This is an optimization exercise on Yosys and OpenROAD, whose aim is small area, not a production implementation. At most, simulation tests tie the RTL to the original design; equivalence was not proved. No driver is modelled on the clock port, so clocking that relies on it looks cheaper here than on a real chip. No activity file was given, so power comes from the tool's default toggle rates.

Setup of 12-19:
==> module fifo, before the edit <==
module fifo (clk,reset,renb,wenb,din,dout,empty,full);
  input logic clk, reset;
  input logic renb, wenb;
  input logic [7:0] din;
  output logic [7:0] dout;
  output logic empty, full;
  logic [7:0] mem[16];
  logic [3:0] rp;
  logic rd, wr;
  assign rd = renb & ~empty;
  assign wr = wenb & ~full & ~rd;
  assign full = ~empty & (&rp);
  logic mv;
  logic [3:0] t, rp_next;
  assign mv = rd | wr;
  assign t  = rp ^ {4{rd}};
  assign rp_next[0] = rp[0] ^ mv;
  assign rp_next[1] = rp[1] ^ (mv & t[0]);
  assign rp_next[2] = rp[2] ^ (mv & t[0] & t[1]);
  assign rp_next[3] = rp[3] ^ (mv & t[0] & t[1] & t[2]);
  always @(posedge clk) begin
    rp    <= rp_next | {4{reset}};
    empty <= reset | (rd & (rp == 4'd0)) | (empty & ~wr);
  end
  logic [3:0] lo, hi;
  always_comb begin
    for (int k = 0; k < 4; k++) begin
      lo[k] = (rp[1:0] == k);
      hi[k] = (rp[3:2] == k) & ~reset;
    end
  end
  logic [7:0] rdata;
  always_comb begin
    rdata = 8'b0;
    for (int k = 0; k < 16; k++)
      rdata = rdata | ({8{hi[k/4] & lo[k%4]}} & mem[k]);
  end
  always @(posedge clk) begin
    if (rd | reset) dout <= rdata;
  end
  logic wr_hi;
  assign wr_hi = wr & ~empty & (rp[3] | (&rp[2:0]));
  integer i;
  always @(posedge clk) begin
    if (wr) begin
      mem[0] <= din;
      for (i = 1; i < 8; i = i + 1) mem[i] <= mem[i-1];
    end
    if (wr_hi) begin
      for (i = 8; i < 16; i = i + 1) mem[i] <= mem[i-1];
    end
  end
endmodule
==> flow/config.mk <==
export PLATFORM = sky130hd
export DESIGN_NAME = fifo
export DESIGN_NICKNAME = fifo
export VERILOG_FILES = /design/flow/design.v
export SDC_FILE = /design/flow/constraint.sdc
export NUM_CORES = 4
export LEC_CHECK = 0
export CAP_MARGIN = 20
export CORE_MARGIN = 2
export CORE_UTILIZATION = 70
export PLACE_DENSITY = 0.9
export SLEW_MARGIN = 20
==> flow/constraint.sdc <==
create_clock -name core_clock -period 5.0 [get_ports {clk}]
set_input_delay 1.0000 -clock core_clock [delete_from_list [all_inputs] [get_ports {clk}]]
set_output_delay 1.0000 -clock core_clock [all_outputs]
set_load 0.01 [all_outputs]
standard.sh (not shown) runs the stock make flow with config.mk's settings and CLKGATE_MAP_FILE= SYNTH_SCRIPT=/design/flow/synth_recipe.tcl, a recipe that flattens the netlist after the stock synthesis.
==> flow/flow/run.sh <==
#!/bin/bash
# The standard layout with these changes:
#  - synthesis maps logic with area-oriented ABC scripts (flow/synth.tcl);
#  - clock tree of small clock buffers without dummy loads;
#  - minimum-size port buffers.
# Each make run writes its full output to its own log file here.
set -euo pipefail
work=$(pwd)
export OWN_FLOW_DIR=$work/flow
export OWN_FLOW_WORK=$work
export FLOW_SYNTH_TCL=$work/synth_recipe.tcl
export CTS_ARGS="-sink_clustering_enable -repair_clock_nets -dont_use_dummy_load -buf_list sky130_fd_sc_hd__clkbuf_4"
export BUFFER_PORTS_ARGS="-buffer_cell sky130_fd_sc_hd__buf_1"
sed "s#SYNTH_SCRIPT=[^ ]*#SYNTH_SCRIPT=$work/flow/synth.tcl#" standard.sh > own_standard.sh
grep -q "SYNTH_SCRIPT=$work/flow/synth.tcl" own_standard.sh
bash own_standard.sh synth > make_synth.log 2>&1
bash own_standard.sh finish > make_finish.log 2>&1
Other scripts of this flow, unchanged in this note and not shown: flow/flow/abc1.abc, flow/flow/abc2.abc, flow/flow/abc3.abc, flow/flow/abc4.abc, flow/flow/abc5.abc, flow/flow/abc6.abc, flow/flow/synth.tcl
diff inputs: 12-19 => 03-08
-- flow/design.v --
<<< 12-19, line 39
    if (rd | reset) dout <= rdata;
  end
  logic wr_hi;
  assign wr_hi = wr & ~empty & (rp[3] | (&rp[2:0]));
  integer i;
  always @(posedge clk) begin
    if (wr) begin
      mem[0] <= din;
      for (i = 1; i < 8; i = i + 1) mem[i] <= mem[i-1];
    end
    if (wr_hi) begin
      for (i = 8; i < 16; i = i + 1) mem[i] <= mem[i-1];
    end
  end
>>> 03-08, line 39
    if (rd | reset) dout <= rdata;
  end
  integer i;
  always @(posedge clk) begin
    if (wr) begin
      mem[0] <= din;
      for (i = 1; i < 16; i = i + 1) mem[i] <= mem[i-1];
    end
  end
Results
Compared with 12-19, 03-08 is the more power-hungry design.
Maximum fanout encountered on the critical timing path for 03-08: 13 down relative to 12-19
Routed wire in 03-08 totals less than in 12-19.
In the final reports, the cell area of 03-08 is smaller than that of 12-19.
When the final numbers for 12-19 and 03-08 were put side by side, the post-layout instance count excluding filler cells turned out to be smaller in 03-08.
12-19 → 03-08: CTS clock-pin slew for the worst setup and hold paths now larger, layout sequential cell count comparable, global-route wire length before repair now smaller, full die area now smaller.
Only the layout flow was run in 12-19; the RTL was not checked for function there.

========
job 9739:
fifo, a different RTL version from the one above (not shown whole).
Size in the first run: about 500 cells after synthesis, ~150 flip-flops, ~22 I/O pins, roughly 6600 µm² of cells after synthesis.
==> module fifo, before the edit <==
module fifo (clk,reset,renb,wenb,din,dout,empty,full);
  input logic clk, reset;
  input logic renb, wenb;
  input logic [7:0] din;
  output logic [7:0] dout;
  output logic empty, full;
  integer i;
  logic [7:0] mem[16];
  logic [4:0] rpr, wpr;
  always @(posedge clk) begin
    if (reset) begin
      rpr  <= 5'b0;
      wpr <= 5'b0;
    end else if (renb && ~empty) begin
      rpr <= rpr + 1;
    end else if (wenb && ~full) begin
      wpr <= wpr + 1;
    end
  end
  always @(posedge clk) begin
    if (reset) begin
      for (i = 0; i < 16; i = i + 1) begin
        mem[i]   <= 8'b0;
        dout <= 8'b0;
      end
    end else begin
      if (renb && ~empty) dout <= mem[rpr[3:0]];
      else if (wenb && ~full) mem[wpr[3:0]] <= din;
    end
  end
  assign empty = (rpr == wpr);
  assign full  = (rpr == {~wpr[4], wpr[3:0]});
endmodule
==> flow/config.mk <==
export PLATFORM = sky130hd
export DESIGN_NAME = fifo
export DESIGN_NICKNAME = fifo
export VERILOG_FILES = /design/flow/design.v
export SDC_FILE = /design/flow/constraint.sdc
export NUM_CORES = 4
export LEC_CHECK = 0
export CAP_MARGIN = 20
export CORE_MARGIN = 2
export CORE_UTILIZATION = 40
export PLACE_DENSITY = 0.6
export SLEW_MARGIN = 20
==> flow/constraint.sdc <==
create_clock -name core_clock -period 5.0 [get_ports {clk}]
set_input_delay 1.0000 -clock core_clock [delete_from_list [all_inputs] [get_ports {clk}]]
set_output_delay 1.0000 -clock core_clock [all_outputs]
set_load 0.01 [all_outputs]
run.sh (not shown) runs the stock make flow with config.mk's settings and CLKGATE_MAP_FILE= SYNTH_SCRIPT=/design/flow/synth_recipe.tcl, a recipe that flattens the netlist after the stock synthesis.
Stock flow here: none of the scripts above is used.
The final layout from job 9739, which completed every stage, passed the timing, DRC and antenna checks at the end of the flow.
[inputs] job 2819 vs job 9739
==> flow/design.v <==
module fifo (clk,reset,renb,wenb,din,dout,empty,full);
  input logic clk, reset;
  input logic renb, wenb;
  input logic [7:0] din;
  output logic [7:0] dout;
  output logic empty, full;
  logic [7:0] mem[16];
  logic [3:0] rp;
  logic rd, wr;
  assign rd = renb & ~empty;
  assign wr = wenb & ~full & ~rd;
  assign full = ~empty & (&rp);
  always @(posedge clk) begin
    if (reset) begin
      rp    <= 4'hf;
      empty <= 1'b1;
    end else if (rd) begin
      rp    <= rp - 4'd1;
      empty <= (rp == 4'd0);
    end else if (wr) begin
      rp    <= rp + 4'd1;
      empty <= 1'b0;
    end
  end
  always @(posedge clk) begin
    if (reset) dout <= 8'b0;
    else if (rd) dout <= mem[rp];
  end
  integer i;
  always @(posedge clk) begin
    if (wr & ~reset) begin
      mem[0] <= din;
      for (i = 1; i < 16; i = i + 1) mem[i] <= mem[i-1];
    end
  end
endmodule
Results
Job 9739 reports its largest power group as clock while job 2819 reports sequential cells.
Job 2819 — power spent charging and discharging nets about 8% lower, job 9739 as reference
The run showing the greater overall die width is job 9739.
Job 2819 against job 9739: vias per cell moved up, global-route usage over all layers saw a decrease.
Compared to job 9739, the router laid down less metal wire for job 2819.
Diff job 9739 and job 2819: worst-case setup margin in the final layout higher in job 9739
Layout net count (higher): job 9739
In the metrics for job 9739 and job 2819, the one carrying the higher ratio of final minimum period to clock period is job 2819.
Compared with job 9739, job 2819 shows die area that has gone down by more than 10%.
Summary of job 2819 over job 9739: combinational group share of total power lower, number of top-level pins shows no meaningful change.

========
## v6
fifo with an RTL version that a note above also has.
Size in the first run: roughly 140 flip-flops, about 22 I/O pins, about 5000 um^2 of cells after synthesis.
==> module fifo, before the edit <==
module fifo (clk,reset,renb,wenb,din,dout,empty,full);
  input logic clk, reset;
  input logic renb, wenb;
  input logic [7:0] din;
  output logic [7:0] dout;
  output logic empty, full;
  logic [7:0] mem[16];
  logic [3:0] rp;
  logic rd, wr;
  assign rd = renb & ~empty;
  assign wr = wenb & ~full & ~rd;
  assign full = ~empty & (&rp);
  logic mv;
  logic [3:0] t, rp_next;
  assign mv = rd | wr;
  assign t  = rp ^ {4{rd}};
  assign rp_next[0] = rp[0] ^ mv;
  assign rp_next[1] = rp[1] ^ (mv & t[0]);
  assign rp_next[2] = rp[2] ^ (mv & t[0] & t[1]);
  assign rp_next[3] = rp[3] ^ (mv & t[0] & t[1] & t[2]);
  always @(posedge clk) begin
    rp    <= rp_next | {4{reset}};
    empty <= reset | (rd & (rp == 4'd0)) | (empty & ~wr);
  end
  logic [3:0] lo, hi;
  always_comb begin
    for (int k = 0; k < 4; k++) begin
      lo[k] = (rp[1:0] == k);
      hi[k] = (rp[3:2] == k) & ~reset;
    end
  end
  logic [7:0] rdata;
  always_comb begin
    rdata = 8'b0;
    for (int k = 0; k < 16; k++)
      rdata = rdata | ({8{hi[k/4] & lo[k%4]}} & mem[k]);
  end
  always @(posedge clk) begin
    if (rd | reset) dout <= rdata;
  end
  integer i;
  always @(posedge clk) begin
    if (wr) begin
      mem[0] <= din;
      for (i = 1; i < 16; i = i + 1) mem[i] <= mem[i-1];
    end
  end
endmodule
clock: 5.0 ns
lec_check: 0
cap_margin: 20
core_margin: 2
core_utilization: 70
place_density: 0.9
slew_margin: 20
standard.sh (not shown) runs the stock make flow with config.mk's settings and CLKGATE_MAP_FILE= SYNTH_SCRIPT=/design/flow/synth_recipe.tcl, a recipe that flattens the netlist after the stock synthesis.
==> flow/flow/run.sh <==
#!/bin/bash
# The standard layout with these changes:
#  - synthesis maps logic with area-oriented ABC scripts (flow/synth.tcl);
#  - clock tree of small clock buffers without dummy loads;
#  - minimum-size port buffers;
#  - after clock tree synthesis, oversized logic cells and buffers are shrunk
#    (flow/post_cts.tcl, flow/downsize.tcl).
# Each make run writes its full output to its own log file here.
set -euo pipefail
work=$(pwd)
export OWN_FLOW_DIR=$work/flow
export OWN_FLOW_WORK=$work
export FLOW_SYNTH_TCL=$work/synth_recipe.tcl
export CTS_ARGS="-sink_clustering_enable -repair_clock_nets -dont_use_dummy_load -buf_list sky130_fd_sc_hd__clkbuf_4"
export BUFFER_PORTS_ARGS="-buffer_cell sky130_fd_sc_hd__buf_1"
export POST_CTS_TCL=$work/flow/post_cts.tcl
sed "s#SYNTH_SCRIPT=[^ ]*#SYNTH_SCRIPT=$work/flow/synth.tcl#" standard.sh > own_standard.sh
grep -q "SYNTH_SCRIPT=$work/flow/synth.tcl" own_standard.sh
bash own_standard.sh synth > make_synth.log 2>&1
bash own_standard.sh finish > make_finish.log 2>&1
Other scripts of this flow, unchanged in this note and not shown: flow/flow/abc1.abc, flow/flow/abc2.abc, flow/flow/abc3.abc, flow/flow/abc4.abc, flow/flow/abc5.abc, flow/flow/abc6.abc, flow/flow/downsize.tcl, flow/flow/post_cts.tcl, flow/flow/synth.tcl
Here is what was changed in the inputs of v7 compared with v6.
-- flow/design.v --
<<< v6, line 24
  end
  logic [3:0] lo, hi;
  always_comb begin
    for (int k = 0; k < 4; k++) begin
      lo[k] = (rp[1:0] == k);
      hi[k] = (rp[3:2] == k) & ~reset;
    end
  end
  logic [7:0] rdata;
  always_comb begin
    rdata = 8'b0;
    for (int k = 0; k < 16; k++)
      rdata = rdata | ({8{hi[k/4] & lo[k%4]}} & mem[k]);
  end
  always @(posedge clk) begin
    if (rd | reset) dout <= rdata;
  end
  integer i;
  always @(posedge clk) begin
>>> v7, line 24
  end
  logic [3:0] lo, hi;
  logic hold;
  always_comb begin
    for (int k = 0; k < 4; k++) begin
      lo[k] = (rp[1:0] == k);
      hi[k] = (rp[3:2] == k) & rd & ~reset;
    end
  end
  assign hold = ~rd & ~reset;
  logic [7:0] dnext;
  always_comb begin
    dnext = {8{hold}} & dout;
    for (int k = 0; k < 16; k++)
      dnext = dnext | ({8{hi[k/4] & lo[k%4]}} & mem[k]);
  end
  always @(posedge clk) dout <= dnext;
  integer i;
  always @(posedge clk) begin
==> notes.md <==
v7 vs. v6: area of the placeable core moved down, area occupied by multi-input gates moved up, fmax moved down, gate count after technology mapping moved up.
Between v6 and v7, mean cell area of the mapped netlist decreased.
Looking at critical path endpoint, the dout[2]$_DFFE_PP_ result is from v6; the dout[3]$_DFF_P_ one comes from v7.
v7 vs v6 — total routed wirelength climbed by a few percent
v6 reports its most heavily used metal layer in global routing as met2 while v7 reports met1.
Going from v6 to v7, the non-clock inverter count in the final layout was found to have gone up by 1.
Compared with v6, in v7 synthesized-area fraction occupied by ao, oa, aoi and oai cells +0.77 points; post-layout minimum cycle time higher.
Looking at master of the slowest instance on the critical path, the nor3_1 result is from v7; the a222oi_1 one comes from v6.
Clock skew in v7 is 12 ps below v6.

re-timing with driven ports:
In the flow no input, the clock included, has a driving cell. The finished layouts below were timed again as built, in two steps.
Step 1 (the two cells are an assumption about what drives the block):
set clk [get_ports {clk}]
set_driving_cell -lib_cell sky130_fd_sc_hd__clkbuf_16 $clk
set_driving_cell -lib_cell sky130_fd_sc_hd__buf_2 [delete_from_list [all_inputs] $clk]
Step 2 also shifts input and output timing later by t, the mid clock arrival at the registers, as if the neighbouring blocks saw the same clock.
Slacks: ideal ports / drivers / drivers and shift; pairs: ideal ports / drivers.
run	t, ns	setup WS [ns]	worst setup path after step 2	clock arrival spread, ns	worst data-port slew with drivers (ns)
12-19	0.534	2.148 / 2.148 / 1.738	input to register	0.035 / 0.035	0.03
03-08	0.522	2.337 / 2.309 / 1.955	input to register	0.040 / 0.040	0.03
job 9739	0.467	1.923 / 1.881 / 1.472	input to register	0.008 / 0.008	0.04
job 2819	0.454	1.107 / 1.068 / 1.521	register to output	0.013 / 0.013	0.04
v6	0.526	2.305 / 2.308 / 1.782	input to register	0.036 / 0.037	0.04
v7	0.524	2.204 / 2.180 / 1.684	input to register	0.036 / 0.036	0.04
After both steps every run listed still meets setup and hold. The setup slack of v6, which loses most, moves by +0.003 ns with the drivers and by -0.523 ns with both steps.
